Source: an optimization exercise on an open RTL-to-GDS flow (aim: small area). Production flows keep margins and buffers that such runs may drop.
Function was checked by simulation only, so behaviour that the tests miss may differ from the original.
Power and IR drop assume default switching activity.

[design.v]
module ClK_initialize(
    input wire clk_in,
    input wire rst,          
    input wire sys_rst,      
    output wire en_1kHz,     
    output reg clk_10Hz      
    );
    reg [5:0] count2;
    assign en_1kHz = ~rst;
    always @(posedge clk_in) begin
        if (rst | sys_rst) begin
            count2 <= 0;
            clk_10Hz <= 0;
        end
        else if (count2 < 49) begin
            count2 <= count2 + 1;
        end
        else begin
            count2 <= 0;
            clk_10Hz <= ~clk_10Hz;
        end
    end
endmodule
module clk_divider(
    input clk,           
    input sys_rst,       
    input clk_in,        
    input rst,           
    output Tx2, Tx4, Tx8, Tx16, Tx32
);
    reg [4:0] T;
    reg clk_in_q;
    always @(posedge clk) begin
        if (sys_rst) clk_in_q <= 1'b0;
        else clk_in_q <= clk_in;
        if (sys_rst | !rst) begin
            T <= 5'b00000;
        end else if (clk_in & ~clk_in_q) begin
            T <= T + 1;
        end
    end
    assign Tx2 = T[0];
    assign Tx4 = T[1];
    assign Tx8 = T[2];
    assign Tx16 = T[3];
    assign Tx32 = T[4];
endmodule
module level_select(
    input clk,
    input en,
    input keypad_1,
    input keypad_2,
    input keypad_3,
    input keypad_0,
    output reg [2:0] level,
    output reg rst,
    output reg end_signal
);
    reg k1, k2, k3;
    wire k_on;
    assign k_on = keypad_1 | keypad_2 | keypad_3;
    wire verify, not_multi_inp, inp_on_signal;
    assign inp_on_signal = (k1 | k2 | k3);
    assign not_multi_inp = (k1 + k2 + k3 < 2);
    assign verify = inp_on_signal & not_multi_inp & (~end_signal);
    reg hold_rst;
    always @(posedge clk) begin
        if (keypad_0) begin
            rst <= 1'b0;
            hold_rst <= 1'b1;
            end_signal <= 1'b0;
            level <= 3'b000;
            k1 <= 1'b0;
            k2 <= 1'b0;
            k3 <= 1'b0;
        end else if (!en) begin
        end else if (k_on) begin
            if (keypad_1) k1 <= 1'b1;
            if (keypad_2) k2 <= 1'b1;
            if (keypad_3) k3 <= 1'b1;
        end else if (hold_rst) begin
            rst <= 1'b0;
            hold_rst <= 1'b0;
        end else begin
            rst <= 1'b1;
            if (verify) begin
                level <= {k3, k2, k1};
                end_signal <= 1'b1;
            end
            k3 <= 1'b0;
            k2 <= 1'b0;
            k1 <= 1'b0;
        end
    end
endmodule
module counter(
    input clk,
    input keypad_0,
    output reg [19:0] count
);
    always @(posedge clk) begin
        if (keypad_0) count <= 0;
        else count <= count + 20'b11001001101001001111;
    end
endmodule
module random_number(
    input clk_2,
    input sys_rst,
    input keypad_0,
    input inp,   
    output reg [19:0] random_num
);
    wire [19:0] count;
    counter counter(
        .clk(clk_2),
        .keypad_0(keypad_0),
        .count(count)
    );
    reg inp_q;
    always @(posedge clk_2) begin
        if (sys_rst) begin
            inp_q <= 1'b0;
            random_num <= 20'd0;
        end else begin
            inp_q <= inp;
            if (inp & ~inp_q)
                random_num <= count ^ (count << 7) ^ (count >> 5);
        end
    end
endmodule
module pattern_generator (
    input clk,
    input sys_rst,
    input rst,
    input enable,
    input keypad_0,
    input lv_sel,
    output reg [2:0] pattern_1,
    output reg [2:0] pattern_2,
    output reg [2:0] pattern_3,
    output reg [2:0] pattern_4,
    output reg [2:0] pattern_5,
    output reg [2:0] pattern_6,
    output reg [2:0] pattern_7,
    output reg [2:0] pattern_8,
    output reg [2:0] pattern_9,
    output reg [2:0] pattern_10,
    output reg [2:0] pattern_11,
    output reg [2:0] pattern_12,
    output reg [2:0] pattern_13,
    output reg [2:0] pattern_14,
    output reg [2:0] pattern_15,
    output reg [2:0] pattern_16,
    output reg pattern_gen_end
);
    wire [19:0] random_num;
    random_number random_number(
        .clk_2(clk),
        .sys_rst(sys_rst),
        .keypad_0(keypad_0),
        .inp(lv_sel),
        .random_num(random_num)
    );
    reg enable_q;
    always @(posedge clk) begin
        if (sys_rst) enable_q <= 1'b0;
        else enable_q <= enable;
    end
    always @(posedge clk) begin
        if (sys_rst) begin
            {pattern_1, pattern_2, pattern_3, pattern_4, pattern_5, pattern_6, pattern_7, pattern_8} <= 24'd0;
            {pattern_9, pattern_10, pattern_11, pattern_12, pattern_13, pattern_14, pattern_15, pattern_16} <= 24'd0;
            pattern_gen_end <= 0;
        end
        else if (!rst) pattern_gen_end <= 0;
        else if (enable & ~enable_q) begin
            pattern_1 <= random_num[2:0] ^ random_num[6:4];
            pattern_2 <= random_num[3:1] ^ random_num[7:5];
            pattern_3 <= random_num[4:2] ^ random_num[8:6]; 
            pattern_4 <= random_num[5:3] ^ random_num[9:7];
            pattern_5 <= random_num[6:4] ^ random_num[10:8];
            pattern_6 <= random_num[7:5] ^ random_num[11:9];
            pattern_7 <= random_num[8:6] ^ random_num[12:10]; 
            pattern_8 <= random_num[9:7] ^ random_num[13:11];
            pattern_9 <= random_num[10:8] ^ random_num[14:12];
            pattern_10 <= random_num[11:9] ^ random_num[15:13];
            pattern_11 <= random_num[12:10] ^ random_num[16:14]; 
            pattern_12 <= random_num[13:11] ^ random_num[17:15];
            pattern_13 <= random_num[14:12] ^ random_num[18:16];
            pattern_14 <= random_num[15:13] ^ random_num[19:17];
            pattern_15 <= random_num[16:14] ^ {random_num[0], random_num[19:18]}; 
            pattern_16 <= random_num[17:15] ^ {random_num[1:0], random_num[19]};
            pattern_gen_end <= 1;
        end
    end
endmodule
module print_pattern(
    input clk_1,     
    input sys_rst,   
    input clk_3,     
    input rst,
    input enable,
    input [2:0] level,
    input [2:0] pattern_1,
    input [2:0] pattern_2,
    input [2:0] pattern_3,
    input [2:0] pattern_4,
    input [2:0] pattern_5,
    input [2:0] pattern_6,
    input [2:0] pattern_7,
    input [2:0] pattern_8,
    input [2:0] pattern_9,
    input [2:0] pattern_10,
    input [2:0] pattern_11,
    input [2:0] pattern_12,
    input [2:0] pattern_13,
    input [2:0] pattern_14,
    input [2:0] pattern_15,
    input [2:0] pattern_16,
    output reg led_1,
    output reg led_2,
    output reg led_3,
    output reg led_4,
    output reg led_5,
    output reg led_6,
    output reg led_7,
    output reg led_8,
    output reg print_pattern_end
);
    wire clk_x2, clk_x4, clk_x8, clk_x16, clk_x32;
    clk_divider clk_divider(
        .clk(clk_1),
        .sys_rst(sys_rst),
        .clk_in(clk_3),
        .rst(enable),
        .Tx2(clk_x2),
        .Tx4(clk_x4),
        .Tx8(clk_x8),
        .Tx16(clk_x16),
        .Tx32(clk_x32)
    );
    wire [3:0] max;
    assign max = 3 + 12 * level[2] + 8 * level[1]  + 4 * level[0];
    wire clk;
    assign clk = ((clk_x8 & level[2]) | (clk_x16 & level[1]) | (clk_x32 & level[0])) & enable;
    reg [2:0] pattern [15:0];
    reg pulse;
    reg [4:0] i;
    reg [1:0] delay_enable;
    reg clk_q;
    always @(posedge clk_1) begin
        if (sys_rst) clk_q <= 1'b0;
        else clk_q <= clk;
    end
    always @(posedge clk_1) begin
        if (sys_rst | !rst) begin
            pulse <= 0;
            i <= 4'b0000;
            pattern[0] <= 3'b000;
            pattern[1] <= 3'b000;
            pattern[2] <= 3'b000;
            pattern[3] <= 3'b000;
            pattern[4] <= 3'b000;
            pattern[5] <= 3'b000;
            pattern[6] <= 3'b000;
            pattern[7] <= 3'b000;
            pattern[8] <= 3'b000;
            pattern[9] <= 3'b000;
            pattern[10] <= 3'b000;
            pattern[11] <= 3'b000;
            pattern[12] <= 3'b000;
            pattern[13] <= 3'b000;
            pattern[14] <= 3'b000;
            pattern[15] <= 3'b000;
            led_1 <= 0;
            led_2 <= 0;
            led_3 <= 0;
            led_4 <= 0;
            led_5 <= 0;
            led_6 <= 0;
            led_7 <= 0;
            led_8 <= 0;
            delay_enable <= 2'b00;
            print_pattern_end <= 0;
        end else if (!(clk & ~clk_q)) begin
        end else if ((delay_enable == 2'b11) & pulse & (i <= max)) begin
            case (pattern[i])
                3'b000: led_1 <= 1;
                3'b001: led_2 <= 1;
                3'b010: led_3 <= 1;
                3'b011: led_4 <= 1;
                3'b100: led_5 <= 1;
                3'b101: led_6 <= 1;
                3'b110: led_7 <= 1;
                3'b111: led_8 <= 1;
            endcase
            pulse <= 0;
            i <= i + 1;
        end else if ((delay_enable == 2'b11) & (~pulse) & (i <= max)) begin
            led_1 <= 0;
            led_2 <= 0;
            led_3 <= 0;
            led_4 <= 0;
            led_5 <= 0;
            led_6 <= 0;
            led_7 <= 0;
            led_8 <= 0;
            pulse <= 1;
        end else if ((delay_enable == 2'b11))begin
            led_1 <= 0;
            led_2 <= 0;
            led_3 <= 0;
            led_4 <= 0;
            led_5 <= 0;
            led_6 <= 0;
            led_7 <= 0;
            led_8 <= 0;
            print_pattern_end <= 1;
        end else if ((delay_enable != 2'b11) & enable) begin
            delay_enable <= delay_enable + 1;
            pattern[0] <= pattern_1;
            pattern[1] <= pattern_2;
            pattern[2] <= pattern_3;
            pattern[3] <= pattern_4;
            pattern[4] <= pattern_5;
            pattern[5] <= pattern_6;
            pattern[6] <= pattern_7;
            pattern[7] <= pattern_8;
            pattern[8] <= pattern_9;
            pattern[9] <= pattern_10;
            pattern[10] <= pattern_11;
            pattern[11] <= pattern_12;
            pattern[12] <= pattern_13;
            pattern[13] <= pattern_14;
            pattern[14] <= pattern_15;
            pattern[15] <= pattern_16;
            led_1 <= led_1;
            led_2 <= led_2;
            led_3 <= led_3;
            led_4 <= led_4;
            led_5 <= led_5;
            led_6 <= led_6;
            led_7 <= led_7;
            led_8 <= led_8;
        end else begin
            led_1 <= led_1;
            led_2 <= led_2;
            led_3 <= led_3;
            led_4 <= led_4;
            led_5 <= led_5;
            led_6 <= led_6;
            led_7 <= led_7;
            led_8 <= led_8;
        end
    end
endmodule
module input_trim(
    input clk,
    input en,
    input sys_rst,
    input rst,
    input enable,
    input [2:0] level,
    input botton_1,
    input botton_2,
    input botton_3,
    input botton_4,
    input botton_5,
    input botton_6,
    input botton_7,
    input botton_8,
    output reg [2:0] trimmed_inp_1,
    output reg [2:0] trimmed_inp_2,
    output reg [2:0] trimmed_inp_3,
    output reg [2:0] trimmed_inp_4,
    output reg [2:0] trimmed_inp_5,
    output reg [2:0] trimmed_inp_6,
    output reg [2:0] trimmed_inp_7,
    output reg [2:0] trimmed_inp_8,
    output reg [2:0] trimmed_inp_9,
    output reg [2:0] trimmed_inp_10,
    output reg [2:0] trimmed_inp_11,
    output reg [2:0] trimmed_inp_12,
    output reg [2:0] trimmed_inp_13,
    output reg [2:0] trimmed_inp_14,
    output reg [2:0] trimmed_inp_15,
    output reg [2:0] trimmed_inp_16,
    output reg end_signal
);
    reg b1, b2, b3, b4, b5, b6, b7, b8;
    reg [4:0] i;
    wire [3:0] max;
    assign max = 3 + 12 * level[2] + 8 * level[1]  + 4 * level[0];
    wire verify, inp_on_signal, not_multi_inp;
    assign inp_on_signal = b1|b2|b3|b4|b5|b6|b7|b8;
    assign not_multi_inp = (b1+b2+b3+b4+b5+b6+b7+b8 < 2);
    assign verify = enable & inp_on_signal & not_multi_inp & (~end_signal);
    wire inp_bt ;
    assign inp_bt = botton_1 | botton_2 | botton_3 | botton_4 | botton_5 | botton_6 | botton_7 | botton_8;
    reg [2:0] tmp_trim;
    reg load;
    always @(posedge clk) begin
        if (sys_rst | !rst) begin
            tmp_trim <= 3'b000;
            load <= 1'b0;
            trimmed_inp_1  <= 3'b000;
            trimmed_inp_2  <= 3'b000;
            trimmed_inp_3  <= 3'b000;
            trimmed_inp_4  <= 3'b000;
            trimmed_inp_5  <= 3'b000;
            trimmed_inp_6  <= 3'b000;
            trimmed_inp_7  <= 3'b000;
            trimmed_inp_8  <= 3'b000;
            trimmed_inp_9  <= 3'b000;
            trimmed_inp_10 <= 3'b000;
            trimmed_inp_11 <= 3'b000;
            trimmed_inp_12 <= 3'b000;
            trimmed_inp_13 <= 3'b000;
            trimmed_inp_14 <= 3'b000;
            trimmed_inp_15 <= 3'b000;
            trimmed_inp_16 <= 3'b000;
            b1 <= 1'b0;
            b2 <= 1'b0;
            b3 <= 1'b0;
            b4 <= 1'b0;
            b5 <= 1'b0;
            b6 <= 1'b0;
            b7 <= 1'b0;
            b8 <= 1'b0;
            i <= 5'b00000;
            end_signal <= 1'b0;
        end else if (!en) begin
        end else if (inp_bt) begin
            if (botton_1) b1 <= 1'b1;
            if (botton_2) b2 <= 1'b1;
            if (botton_3) b3 <= 1'b1;
            if (botton_4) b4 <= 1'b1;
            if (botton_5) b5 <= 1'b1;
            if (botton_6) b6 <= 1'b1;
            if (botton_7) b7 <= 1'b1;
            if (botton_8) b8 <= 1'b1;
        end else begin
            if (verify) begin    
                case({b1, b2, b3, b4, b5, b6, b7, b8})
                    8'b00000001: begin 
                        tmp_trim <= 7; 
                        b8 <= 0; 
                    end
                    8'b00000010: begin 
                        tmp_trim <= 6; 
                        b7 <= 0; 
                    end
                    8'b00000100: begin 
                        tmp_trim <= 5; 
                        b6 <= 0; 
                    end
                    8'b00001000: begin 
                        tmp_trim <= 4; 
                        b5 <= 0; 
                    end
                    8'b00010000: begin 
                        tmp_trim <= 3; 
                        b4 <= 0; 
                    end
                    8'b00100000: begin 
                        tmp_trim <= 2; 
                        b3 <= 0; 
                    end
                    8'b01000000: begin 
                        tmp_trim <= 1; 
                        b2 <= 0; 
                    end
                    8'b10000000: begin 
                        tmp_trim <= 0; 
                        b1 <= 0; 
                    end
                endcase
                if (i <= max) begin
                    i <= i + 1;
                    load <= 1;
                end
            end else begin
                {b1, b2, b3, b4, b5, b6, b7, b8} <= 8'b00000000;
                load <= 0;
            end
            if (i > max) begin
                end_signal <= 1;
            end
            if (load) begin
                case (i-1)
                    4'b0000: trimmed_inp_1  <= tmp_trim;
                    4'b0001: trimmed_inp_2  <= tmp_trim;
                    4'b0010: trimmed_inp_3  <= tmp_trim;
                    4'b0011: trimmed_inp_4  <= tmp_trim;
                    4'b0100: trimmed_inp_5  <= tmp_trim;
                    4'b0101: trimmed_inp_6  <= tmp_trim;
                    4'b0110: trimmed_inp_7  <= tmp_trim;
                    4'b0111: trimmed_inp_8  <= tmp_trim;
                    4'b1000: trimmed_inp_9  <= tmp_trim;
                    4'b1001: trimmed_inp_10 <= tmp_trim;
                    4'b1010: trimmed_inp_11 <= tmp_trim;
                    4'b1011: trimmed_inp_12 <= tmp_trim;
                    4'b1100: trimmed_inp_13 <= tmp_trim;
                    4'b1101: trimmed_inp_14 <= tmp_trim;
                    4'b1110: trimmed_inp_15 <= tmp_trim;
                    4'b1111: trimmed_inp_16 <= tmp_trim;
                endcase
            end
        end
    end
endmodule
module print_score_7seg(
	CLK,
	EN,
	a,
	N_Reset,
	SEG_COM, SEG_DATA
);
input CLK,EN,N_Reset;
input [6:0] a;
output [7:0] SEG_COM, SEG_DATA;  
wire [3:0] T_hunds,T_tens,T_ones;
wire [6:0] H, T, O; 
binary_to_BCD_7bit u1(a, T_hunds, T_tens, T_ones);
BCD_to_7segment u_100(T_ones[3],T_ones[2],T_ones[1],T_ones[0],H[6],H[5],H[4],H[3],H[2],H[1],H[0]);
BCD_to_7segment u_10(T_tens[3],T_tens[2],T_tens[1],T_tens[0],T[6],T[5],T[4],T[3],T[2],T[1],T[0]);
BCD_to_7segment u_1(T_hunds[3],T_hunds[2],T_hunds[1],T_hunds[0],O[6],O[5],O[4],O[3],O[2],O[1],O[0]);
SevenSeg_CTRL u4(CLK, EN, N_Reset,8'b0,8'b0,8'b0,8'b0,8'b0,{H,1'b0},{T,1'b0},{O,1'b0}, SEG_COM, SEG_DATA);
endmodule
module SevenSeg_CTRL(
	iCLK,
	iEN,
	nRST,
	iSEG7,
	iSEG6,
	iSEG5,
	iSEG4,
	iSEG3,
	iSEG2,
	iSEG1,
	iSEG0,
	oS_COM,
	oS_ENS
);
input iCLK, iEN, nRST;
input [7:0] iSEG7, iSEG6, iSEG5, iSEG4, iSEG3, iSEG2, iSEG1, iSEG0;
output [7:0] oS_COM;
output [7:0] oS_ENS;  
reg [7:0] oS_COM;
reg [7:0] oS_ENS;
integer CNT_SCAN; 
always @(posedge iCLK)
begin
	if (nRST)
	  begin
		oS_COM <= 8'b00000000;
		oS_ENS <= 0;
	    CNT_SCAN = 0;
	  end
	else if (iEN)
	  begin
	  	if (CNT_SCAN >= 7)
	  	  CNT_SCAN = 0;
	  	else
	  	  CNT_SCAN = CNT_SCAN + 1;
	  	case (CNT_SCAN)
	  	  0 : 
	  	    begin
				oS_COM <= 8'b11111110;
				oS_ENS <= iSEG0;
	  	    end
	  	  1 : 
	  	    begin
				oS_COM <= 8'b11111101;
				oS_ENS <= iSEG1;
	  	    end
	  	  2 : 
	  	    begin
				oS_COM <= 8'b11111011;
				oS_ENS <= iSEG2;
	  	    end
	  	  3 : 
	  	    begin
				oS_COM <= 8'b11110111;
				oS_ENS <= iSEG3;
	  	    end
	  	  4 : 
	  	    begin
				oS_COM <= 8'b11101111;
				oS_ENS <= iSEG4;
	  	    end
	  	  5 : 
	  	    begin
				oS_COM <= 8'b11011111;
				oS_ENS <= iSEG5;
	  	    end
	  	  6 : 
	  	    begin
				oS_COM <= 8'b10111111;
				oS_ENS <= iSEG6;
	  	    end
	  	  7 : 
	  	    begin
				oS_COM <= 8'b01111111;
				oS_ENS <= iSEG7;
	  	    end			 
	  	  default : 
	  	    begin
	  	      oS_COM <= 8'b11111111;
				oS_ENS <= iSEG7;
	  	    end
	  	endcase
      end
end
endmodule 
module BCD_to_7segment (T3,T2,T1,T0, A1,B1,C1,D1,E1,F1,G1); 
input T3,T2,T1,T0;   
output A1,B1,C1,D1,E1,F1,G1;  
reg [6:0] out; 
always @(T3,T2,T1,T0) 
begin
case({T3,T2,T1,T0})
4'b0000 : out <= 7'b1111110;  
4'b0001 : out <= 7'b0110000;  
4'b0010 : out <= 7'b1101101;  
4'b0011 : out <= 7'b1111001;  
4'b0100 : out <= 7'b0110011;  
4'b0101 : out <= 7'b1011011;  
4'b0110 : out <= 7'b1011111;  
4'b0111 : out <= 7'b1110010;  
4'b1000 : out <= 7'b1111111;  
4'b1001 : out <= 7'b1111011;  
default : out <= 7'b0000000;  
endcase 
end
assign {A1,B1,C1,D1,E1,F1,G1} = out;
endmodule 
module linedecoder 
(
	A3,A2,A1,A0,
	S3,S2,S1,S0
);
input A3,A2,A1,A0;  
output S3,S2,S1,S0;  
reg [3:0] out; 
always @(A3,A2,A1,A0)
begin
case({A3,A2,A1,A0})  
4'b0000 : out <= 4'b0000; 
4'b0001 : out <= 4'b0001; 
4'b0010 : out <= 4'b0010; 
4'b0011 : out <= 4'b0011; 
4'b0100 : out <= 4'b0100; 
4'b0101 : out <= 4'b1000; 
4'b0110 : out <= 4'b1001; 
4'b0111 : out <= 4'b1010; 
4'b1000 : out <= 4'b1011; 
4'b1001 : out <= 4'b1100; 
default : out <= 4'b0000; 
endcase 
end
assign {S3,S2,S1,S0} = out; 
endmodule 
module binary_to_BCD_7bit (
    input  [6:0] score,
    output [3:0] hundreds,
    output [3:0] tens,
    output [3:0] units
);
    assign hundreds = (score >= 7'd100) ? 4'd1 : 4'd0;
    assign tens = (score >= 7'd100) ? ((score - 7'd100) / 7'd10) : (score / 7'd10);
    assign units = (score >= 7'd100) ? ((score - 7'd100) % 7'd10) : (score % 7'd10);
endmodule
module GameManager(
    input clk_2,
    input botton_1,
    input botton_2,
    input botton_3,
    input botton_4,
    input botton_5,
    input botton_6,
    input botton_7,
    input botton_8,
    input dip1,
    input dip2,
    input dip3,
    input dip_rst,
    input dip_clk,
    output led_1,
    output led_2,
    output led_3,
    output led_4,
    output led_5,
    output led_6,
    output led_7,
    output led_8,
    output [7:0] SEG_COM,
    output [7:0] SEG_DATA
);
    wire clk_1, en_1, clk_3;
    assign clk_1 = clk_2;
    ClK_initialize ClK_initialize(
        .clk_in(clk_2),
        .rst(dip_clk),
        .sys_rst(dip_rst),
        .en_1kHz(en_1),
        .clk_10Hz(clk_3)
        );
    wire keypad_1, keypad_2, keypad_3;
    assign keypad_1 = dip1;
    assign keypad_2 = dip2;
    assign keypad_3 = dip3;
    wire [2:0] level;
    wire rst, level_select_end;
    level_select level_select(
        .clk(clk_1),
        .en(en_1),
        .keypad_1(keypad_1),
        .keypad_2(keypad_2),
        .keypad_3(keypad_3),
        .keypad_0(dip_rst),
        .level(level),
        .rst(rst),
        .end_signal(level_select_end)
    );
    reg [15:0] pattern_lv_enable;
    wire pattern_gen_end;
    always @(posedge clk_1) begin
        if (dip_rst | (en_1 & !rst)) pattern_lv_enable <=16'b0000000000000000;
        else if (en_1 & pattern_gen_end)
            case (level)
                3'b001: pattern_lv_enable <= 16'b0000000011111111;
                3'b010: pattern_lv_enable <= 16'b0000111111111111;
                3'b100: pattern_lv_enable <= 16'b1111111111111111;
            endcase
    end
    reg [4:0] round_count;
    reg [3:0] answer_count;
    wire game_end;
    assign game_end = (round_count > 9);
    reg lpge;
    reg lrst;
    wire update_pattern;
    wire input_trim_end;
    assign update_pattern = input_trim_end;
    wire lv_sel;
    assign lv_sel = keypad_1 | keypad_2 | keypad_3;
    wire [2:0] pattern_1, pattern_2, pattern_3, pattern_4, pattern_5, pattern_6, pattern_7, pattern_8;
    wire [2:0] pattern_9, pattern_10, pattern_11, pattern_12, pattern_13, pattern_14, pattern_15, pattern_16;
    pattern_generator pattern_generator(
        .clk(clk_2),
        .sys_rst(dip_rst),
        .rst(rst & lrst),
        .enable(level_select_end & lpge), 
        .keypad_0(dip_rst),
        .lv_sel(lv_sel | update_pattern),
        .pattern_1(pattern_1),
        .pattern_2(pattern_2),
        .pattern_3(pattern_3),
        .pattern_4(pattern_4),
        .pattern_5(pattern_5),
        .pattern_6(pattern_6),
        .pattern_7(pattern_7),
        .pattern_8(pattern_8),
        .pattern_9(pattern_9),
        .pattern_10(pattern_10),
        .pattern_11(pattern_11),
        .pattern_12(pattern_12),
        .pattern_13(pattern_13),
        .pattern_14(pattern_14),
        .pattern_15(pattern_15),
        .pattern_16(pattern_16),
        .pattern_gen_end(pattern_gen_end)
    );
    wire print_pattern_end;
    print_pattern print_pattern(
        .clk_1(clk_1),
        .sys_rst(dip_rst),
        .clk_3(clk_3),
        .rst(rst & lrst),
        .enable(pattern_gen_end & (!game_end)),
        .level(level),
        .pattern_1(pattern_1),
        .pattern_2(pattern_2),
        .pattern_3(pattern_3),
        .pattern_4(pattern_4),
        .pattern_5(pattern_5),
        .pattern_6(pattern_6),
        .pattern_7(pattern_7),
        .pattern_8(pattern_8),
        .pattern_9(pattern_9),
        .pattern_10(pattern_10),
        .pattern_11(pattern_11),
        .pattern_12(pattern_12),
        .pattern_13(pattern_13),
        .pattern_14(pattern_14),
        .pattern_15(pattern_15),
        .pattern_16(pattern_16),
        .led_1(led_1),
        .led_2(led_2),
        .led_3(led_3),
        .led_4(led_4),
        .led_5(led_5),
        .led_6(led_6),
        .led_7(led_7),
        .led_8(led_8),
        .print_pattern_end(print_pattern_end)
    );
    wire [2:0] trimmed_inp_1, trimmed_inp_2, trimmed_inp_3, trimmed_inp_4, trimmed_inp_5;
    wire [2:0] trimmed_inp_6, trimmed_inp_7, trimmed_inp_8, trimmed_inp_9, trimmed_inp_10, trimmed_inp_11; 
    wire [2:0] trimmed_inp_12, trimmed_inp_13, trimmed_inp_14, trimmed_inp_15, trimmed_inp_16;
    input_trim input_trim(
        .clk(clk_1),
        .en(en_1),
        .sys_rst(dip_rst),
        .rst(rst & lrst),
        .enable(print_pattern_end),
        .level(level),
        .botton_1(botton_1),
        .botton_2(botton_2),
        .botton_3(botton_3),
        .botton_4(botton_4),
        .botton_5(botton_5),
        .botton_6(botton_6),
        .botton_7(botton_7),
        .botton_8(botton_8),
        .trimmed_inp_1(trimmed_inp_1),
        .trimmed_inp_2(trimmed_inp_2),
        .trimmed_inp_3(trimmed_inp_3),
        .trimmed_inp_4(trimmed_inp_4),
        .trimmed_inp_5(trimmed_inp_5),
        .trimmed_inp_6(trimmed_inp_6),
        .trimmed_inp_7(trimmed_inp_7),
        .trimmed_inp_8(trimmed_inp_8),
        .trimmed_inp_9(trimmed_inp_9),
        .trimmed_inp_10(trimmed_inp_10),
        .trimmed_inp_11(trimmed_inp_11),
        .trimmed_inp_12(trimmed_inp_12),
        .trimmed_inp_13(trimmed_inp_13),
        .trimmed_inp_14(trimmed_inp_14),
        .trimmed_inp_15(trimmed_inp_15),
        .trimmed_inp_16(trimmed_inp_16),
        .end_signal(input_trim_end)
    );
    wire round_win; 
    assign round_win =  ((pattern_1 & {3{pattern_lv_enable[0]}}) == trimmed_inp_1) &
                        ((pattern_2 & {3{pattern_lv_enable[1]}}) == trimmed_inp_2) &
                        ((pattern_3 & {3{pattern_lv_enable[2]}}) == trimmed_inp_3) &
                        ((pattern_4 & {3{pattern_lv_enable[3]}}) == trimmed_inp_4) &
                        ((pattern_5 & {3{pattern_lv_enable[4]}}) == trimmed_inp_5) &
                        ((pattern_6 & {3{pattern_lv_enable[5]}}) == trimmed_inp_6) &
                        ((pattern_7 & {3{pattern_lv_enable[6]}}) == trimmed_inp_7) &
                        ((pattern_8 & {3{pattern_lv_enable[7]}}) == trimmed_inp_8) &
                        ((pattern_9 & {3{pattern_lv_enable[8]}}) == trimmed_inp_9) &
                        ((pattern_10 & {3{pattern_lv_enable[9]}}) == trimmed_inp_10) &
                        ((pattern_11 & {3{pattern_lv_enable[10]}}) == trimmed_inp_11) &
                        ((pattern_12 & {3{pattern_lv_enable[11]}}) == trimmed_inp_12) &
                        ((pattern_13 & {3{pattern_lv_enable[12]}}) == trimmed_inp_13) &
                        ((pattern_14 & {3{pattern_lv_enable[13]}}) == trimmed_inp_14) &
                        ((pattern_15 & {3{pattern_lv_enable[14]}}) == trimmed_inp_15) &
                        ((pattern_16 & {3{pattern_lv_enable[15]}}) == trimmed_inp_16);
    reg [1:0] delay;
    always @(posedge clk_1) begin
        if (dip_rst | (en_1 & !rst)) begin
            round_count <= 5'b00000;
            answer_count <= 4'b0000;
            delay <= 2'b00;
        end else if (!en_1) begin
        end else if (!lrst) delay <= 2'b00;
        else if (input_trim_end) begin
            if (delay == 2'b10) begin
                round_count <= round_count + 1;
                answer_count <= answer_count + round_win;
                delay <= delay + 1;
            end
            else if (delay != 2'b11)
                delay <= delay + 1;
        end
    end
    reg [1:0] delay_pge;
    reg inp_trim_end_enable;
    reg [2:0] pre_delay;
    always @(posedge clk_1) begin
    if (dip_rst) begin
        lrst <= 1'b1;
        lpge <= 1'b1;
        delay_pge <= 2'b00;
        inp_trim_end_enable <= 1'b1;
        pre_delay <= 3'b000;
    end
    else if (!en_1) begin
    end
    else if (!rst) begin
        delay_pge <= 2'b11;
        inp_trim_end_enable <= 1'b1;
        pre_delay <= 3'b000;
    end
    else if (!lrst) begin
        delay_pge <= 2'b00;
        lrst <= 1'b1;
        inp_trim_end_enable <= 1'b1;
        pre_delay <= 3'b000;
    end
    else begin
        if (delay_pge == 2'b10) begin
            lpge <= 1'b0;
            delay_pge <= delay_pge + 1;
        end
        else if (delay_pge != 2'b11) begin
            delay_pge <= delay_pge + 1;
        end
        else if (delay_pge == 2'b11) begin
            lpge <= 1'b1;
        end
        if (input_trim_end & inp_trim_end_enable) begin
            if (pre_delay[2]) begin
                lrst <= 1'b0;
                inp_trim_end_enable <= 1'b0;
            end
            else begin
                pre_delay <= pre_delay + 1;
            end
        end
    end
end
    reg [6:0] score;
    always @(posedge clk_1) begin
        if (dip_rst) score <= 0;
        else if (en_1) score <= 10 * answer_count;
    end
    print_score_7seg print_score_7seg(
        .CLK(clk_1),
        .EN(en_1),
	    .a(score),
	    .N_Reset(dip_rst),
	    .SEG_COM(SEG_COM), 
        .SEG_DATA(SEG_DATA)
    );
endmodule
[run.sh]
#!/bin/bash
# synth_recipe.tcl (not shown) runs the flow's synth.tcl, then flattens the netlist and writes it again
# the make line also repeats each setting of config.mk as NAME=value (left out here)
make -C /OpenROAD-flow-scripts/flow DESIGN_CONFIG=/design/flow/config.mk WORK_HOME=/design/flow/orfs CLKGATE_MAP_FILE= SYNTH_SCRIPT=/design/flow/synth_recipe.tcl finish
[config.mk]
export PLATFORM = sky130hd
export DESIGN_NAME = GameManager
export DESIGN_NICKNAME = GameManager
export VERILOG_FILES = /design/flow/design.v
export SDC_FILE = /design/flow/constraint.sdc
export NUM_CORES = 4
export LEC_CHECK = 0
export CAP_MARGIN = 20
export CORE_MARGIN = 2
export CORE_UTILIZATION = 40
export SLEW_MARGIN = 20
[constraint.sdc]
create_clock -name core_clock -period 10.0 [get_ports {clk_2}]
set_input_delay 2.0000 -clock core_clock [delete_from_list [all_inputs] [get_ports {clk_2}]]
set_output_delay 2.0000 -clock core_clock [all_outputs]
set_load 0.01 [all_outputs]
==> flow_summary.html <==
<table>
<tr><th>Metric</th><th>Value</th></tr>
<tr><th colspan="2">Synthesis</th></tr>
<tr><td>Cell count after synthesis</td><td>1701</td></tr>
<tr><td>Dominant register cell in the synthesized netlist</td><td>sky130_fd_sc_hd__dfxtp_1</td></tr>
<tr><td>Unique masters post-synth</td><td>72</td></tr>
<tr><td>Synthesized area divided by synthesized cell count</td><td>8.10 um^2</td></tr>
<tr><td>Number of enable flip-flop cells after synthesis</td><td>0</td></tr>
<tr><td>Post-synthesis net count</td><td>1768</td></tr>
<tr><td>Number of register bits inferred by synthesis</td><td>260</td></tr>
<tr><td>Area fraction of the dominant cell type after synthesis</td><td>37.8%</td></tr>
<tr><td>Cells taking the most area after synthesis</td><td>sky130_fd_sc_hd__dfxtp_1 (38%), sky130_fd_sc_hd__nor2_1 (7.8%), sky130_fd_sc_hd__mux2i_1 (6.3%)</td></tr>
<tr><td>Portion of the post-synthesis area used by sequential elements</td><td>37.8%</td></tr>
<tr><td>Yosys Warn Count</td><td>12</td></tr>
<tr><td>Cell taking the most area after synthesis</td><td>sky130_fd_sc_hd__dfxtp_1</td></tr>
<tr><td>Cell area after synthesis</td><td>0.0138 mm^2</td></tr>
<tr><td>Async set-or-reset flop fraction in the synthesized netlist</td><td>0%</td></tr>
<tr><th colspan="2">Critical path</th></tr>
<tr><td>CP endpoint kind</td><td>flip-flop</td></tr>
<tr><td>Sort of element at the start of the critical path</td><td>flip-flop</td></tr>
<tr><td>Worst path required time</td><td>10430 ps</td></tr>
<tr><td>Worst-path maximum fanout</td><td>15</td></tr>
<tr><td>Worst Path Arrival</td><td>5310 ps</td></tr>
<tr><td>Classification of the worst setup path</td><td>reg -&gt; reg</td></tr>
<tr><td>Worst-case reg-to-reg path depth</td><td>21</td></tr>
<tr><th colspan="2">STA</th></tr>
<tr><td>Setup TNS Final</td><td>0 ps</td></tr>
<tr><td>Setup clock skew after layout</td><td>19.4 ps</td></tr>
<tr><td>Highest attainable clock frequency</td><td>0.205 GHz</td></tr>
<tr><td>Worst max-slew margin expressed relative to the limit</td><td>31.2%</td></tr>
<tr><td>Unrepaired setup endpoints after global routing</td><td>false</td></tr>
<tr><td>Final Cycle Share</td><td>48.8%</td></tr>
<tr><td>Final Hold Fails</td><td>0</td></tr>
<tr><td>Tightest Pin Transition</td><td>1030 ps</td></tr>
<tr><td>Count of endpoints failing setup in the final report</td><td>0</td></tr>
<tr><td>Tmin final</td><td>4880 ps</td></tr>
<tr><td>Minimum hold slack</td><td>451 ps</td></tr>
<tr><td>Final number of max-transition violations</td><td>0</td></tr>
<tr><th colspan="2">Clocking</th></tr>
<tr><td>Number of clock sinks</td><td>260</td></tr>
<tr><td>Number of gates resized after cts</td><td>0</td></tr>
<tr><td>Clock latency at the later pin of the worst-skew pair</td><td>550 ps</td></tr>
<tr><td>CTS Buf Count</td><td>30</td></tr>
<tr><td>Number of buffers added for setup after CTS</td><td>0</td></tr>
<tr><td>Max Root-Sink Buffers</td><td>3</td></tr>
<tr><td>CTS clk-pin slew, worst paths</td><td>60 ps</td></tr>
<tr><td>TritonCTS clock tree</td><td>yes</td></tr>
<tr><td>Hold-fix buffers, CTS</td><td>0</td></tr>
<tr><td>Htree depth</td><td>1</td></tr>
<tr><td>Master cell of the clock root buffer</td><td>sky130_fd_sc_hd__clkbuf_16</td></tr>
<tr><th colspan="2">Place</th></tr>
<tr><td>HPWL reported at the end of detailed placement</td><td>22.8 mm</td></tr>
<tr><td>Quantity of I/O buffers inserted on ports</td><td>36</td></tr>
<tr><td>Global placement routability congestion</td><td>0.846</td></tr>
<tr><th colspan="2">Worst hold path</th></tr>
<tr><td>Min-Delay Path Depth</td><td>1</td></tr>
<tr><td>Worst min-delay path category</td><td>reg -&gt; reg</td></tr>
<tr><th colspan="2">Global routing</th></tr>
<tr><td>Number of global-route vias before repair</td><td>10700</td></tr>
<tr><td>Antenna violations before repair</td><td>1</td></tr>
<tr><td>Largest net degree at the start of global routing</td><td>96</td></tr>
<tr><td>GR Layer Usage met2</td><td>29.9%</td></tr>
<tr><td>Most crowded layer after global routing</td><td>met2</td></tr>
<tr><td>First-pass GRT wire length</td><td>54.5 mm</td></tr>
<tr><td>GRT Overall Usage</td><td>17.9%</td></tr>
<tr><td>M1 GR Usage</td><td>24.9%</td></tr>
<tr><td>Fraction of met3 tracks used by global routing</td><td>2.38%</td></tr>
<tr><td>Global route total overflow</td><td>0</td></tr>
<tr><th colspan="2">Drt</th></tr>
<tr><td>Total routed wirelength</td><td>32.8 mm</td></tr>
<tr><td>Post-route DRC violation count</td><td>0</td></tr>
<tr><td>Post-detailed-route count of antenna-violating nets</td><td>0</td></tr>
<tr><td>Total number of vias</td><td>11600</td></tr>
<tr><td>Violation count after the first detailed-route iteration</td><td>716</td></tr>
<tr><td>Via density per instance</td><td>5.46</td></tr>
<tr><td>1st-pass router iterations</td><td>6</td></tr>
<tr><td>Routed wirelength normalized by instance count</td><td>15.4 um</td></tr>
<tr><th colspan="2">Pwr</th></tr>
<tr><td>Worst supply voltage drop on vdd</td><td>128 uV</td></tr>
<tr><td>LEAKAGE</td><td>0.00533 uW</td></tr>
<tr><td>Total power density per cell area</td><td>159 mW/mm^2</td></tr>
<tr><th colspan="2">Flow run</th></tr>
<tr><td>Max Cap Violations</td><td>0</td></tr>
<tr><th colspan="2">Cells and area</th></tr>
<tr><td>Most frequent standard cell in the layout excluding fill and tap cells</td><td>sky130_fd_sc_hd__nor2_1</td></tr>
<tr><td>Most used cells in the layout excluding fill and tap cells</td><td>sky130_fd_sc_hd__nor2_1 (284), sky130_fd_sc_hd__dfxtp_1 (260), sky130_fd_sc_hd__nand2_1 (142)</td></tr>
<tr><td>Share of post-route cells with drive strength above 1</td><td>5.28%</td></tr>
<tr><td>FILL cells</td><td>3327</td></tr>
<tr><td># nets final</td><td>1730</td></tr>
<tr><td>Diodes inserted</td><td>0</td></tr>
<tr><td>Synthesis-to-finish area growth</td><td>11.5%</td></tr>
<tr><th colspan="2">Floorplan</th></tr>
<tr><td>Die width</td><td>190 um</td></tr>
<tr><td>Initial core utilization</td><td>40.9%</td></tr>
<tr><td>Number of placement rows</td><td>67</td></tr>
<tr><td>DIE AREA</td><td>0.0359 mm^2</td></tr>
<tr><td>Die Height</td><td>190 um</td></tr>
<tr><td>Core region area</td><td>0.0337 mm^2</td></tr>
<tr><td>Top-Level Pins</td><td>38</td></tr>
<tr><th colspan="2">Run status</th></tr>
<tr><td>Status</td><td>complete, no violations</td></tr>
</table>
power by group:
part / switching (uW) / leakage (uW) / total, uW / internal (uW)
sequential: 48.2 / 0.00211 / 1120 / 1070
clock: 431 / 0.000511 / 1130 / 700
combinational: 90.4 / 0.00271 / 184 / 93.8
total: 570 / 0.00533 / 2430 / 1860
per-stage QoR:
stage	area, um^2	util, %	power (uW)	setup slack [ps]	instances
floorplan	13800	-	1270	6030	1701
global placement	14300	42.5	1320	5300	2079
detailed placement	14300	42.5	1330	5230	2079
CTS	15300	45.5	2460	5190	2134
global route	15400	45.6	2540	4460	2134
finish	15400	45.6	2430	5120	2134
area by class of cell:
class | count | area [um^2] | area share (%)
well taps | 448 | 561 | 3.65
flip-flops and latches | 260 | 5200 | 33.9
clock buffers | 47 | 916 | 5.97
inverters | 59 | 221 | 1.44
repair buffers | 42 | 398 | 2.59
clock inverters | 8 | 115 | 0.750
multi-input cells | 1270 | 7940 | 51.7
cell families (layout without fill, tap and decap cells):
| family | after synthesis | after routing | share of synthesized area (%) |
|---|---|---|---|
| multiplexers | 90 | 90 | 6.57 |
| adder cells (fa/ha/maj) | 53 | 53 | 5.03 |
| AND/OR/NAND/NOR | 654 | 654 | 21.9 |
| other | 1 | 1 | 0.0272 |
| XOR/XNOR | 100 | 100 | 6.36 |
| AO/OA/AOI/OAI | 372 | 372 | 17.6 |
| buffers and inverters | 171 | 156 | 4.79 |
| flip-flops | 260 | 260 | 37.8 |
worst max-delay path: stages, from the launching register on:
cell	delay, ps
sky130_fd_sc_hd__dfxtp_1	650
sky130_fd_sc_hd__clkinv_1	330
sky130_fd_sc_hd__ha_1	340
sky130_fd_sc_hd__nor2b_1	110
sky130_fd_sc_hd__o21ai_0	200
sky130_fd_sc_hd__nand3_1	180
sky130_fd_sc_hd__nor3b_1	250
sky130_fd_sc_hd__o32ai_1	190
sky130_fd_sc_hd__ha_1	290
sky130_fd_sc_hd__or3b_2	450
sky130_fd_sc_hd__a211oi_1	220
sky130_fd_sc_hd__o21ai_0	120
sky130_fd_sc_hd__o2111ai_1	240
sky130_fd_sc_hd__a31o_2	250
sky130_fd_sc_hd__inv_1	90
sky130_fd_sc_hd__ha_1	200
sky130_fd_sc_hd__nor2_1	100
sky130_fd_sc_hd__a211oi_1	80
sky130_fd_sc_hd__a21oi_1	130
sky130_fd_sc_hd__o21ai_0	100
sky130_fd_sc_hd__a22oi_1	180
sky130_fd_sc_hd__nand2b_1	70
synthesized netlist by cell type (all sizes together), types with 12 or more instances:
cell type    n
a22oi       13
a21oi       99
nand2b      16
or2         14
clkbuf      96
ha          49
nor4        17
nor3        39
buf         16
o21ai       82
nand3       40
nand2      142
inv         58
mux2i       87
nand4       26
a221oi      12
a31oi       17
nor2       285
a211oi      48
xor2        29
dfxtp      260
xnor2       71
nor2b       15
or3         12
worst paths after layout:
path                                                       to                  start  slack, ps
worst max-delay path            print_score_7seg.u4.oS_ENS[2]               score[2]       5120
worst min-delay path                    level_select.hold_rst  level_select.hold_rst        450
worst max register to register  print_score_7seg.u4.oS_ENS[2]               score[2]       5120
worst min register to register          level_select.hold_rst  level_select.hold_rst        450
registers in the layout (all words and copies together), names as in the netlist, 4 cells and up:
register                                       cells
ClK_initialize.count2                              6
answer_count                                       4
input_trim.i                                       5
pattern_generator.random_number.counter.count     20
pattern_generator.random_number.random_num        20
print_pattern.clk_divider.T                        5
print_pattern.i                                    5
print_pattern.pattern                             18
print_score_7seg.u4.CNT_SCAN                      32
print_score_7seg.u4.oS_COM                         8
print_score_7seg.u4.oS_ENS                         7
round_count                                        5
score                                              6
metal layers:
| layer | vias up | wire [um] |
|---|---|---|
| met5 | - | 0 |
| met4 | 0 | 490 |
| met3 | 38 | 1500 |
| met2 | 254 | 14600 |
| met1 | 5438 | 16100 |
| li1 | 5913 | - |

afterwards: timing with drivers on the ports:
The results above use ideal ports. As a check the final layout listed here was re-extracted and re-timed, cells and wires unchanged.
Step 1, drivers: a clkbuf_16 drives clk_2 and a buf_2 each remaining input, both assumed.
Step 2 times the ports against the registers' clock, not the clock port: input delays grow and output delays shrink by t, the midpoint of the rising clock arrivals with the driver on.
Three values: no drivers, after step 1, after step 2; two values: the first two.
shift t [ns]: 0.593
setup WS [ns]: 5.120 / 5.120 / 5.120
hold slack, ns: 0.451 / 0.451 / 0.451
worst setup path at the end: register to register
slew at the worst register clock pin (ns): 0.06 / 0.06
After both steps this run still meets setup and hold. For this run, drivers alone change the setup slack by 0.000 ns; drivers and shift together by 0.000 ns.
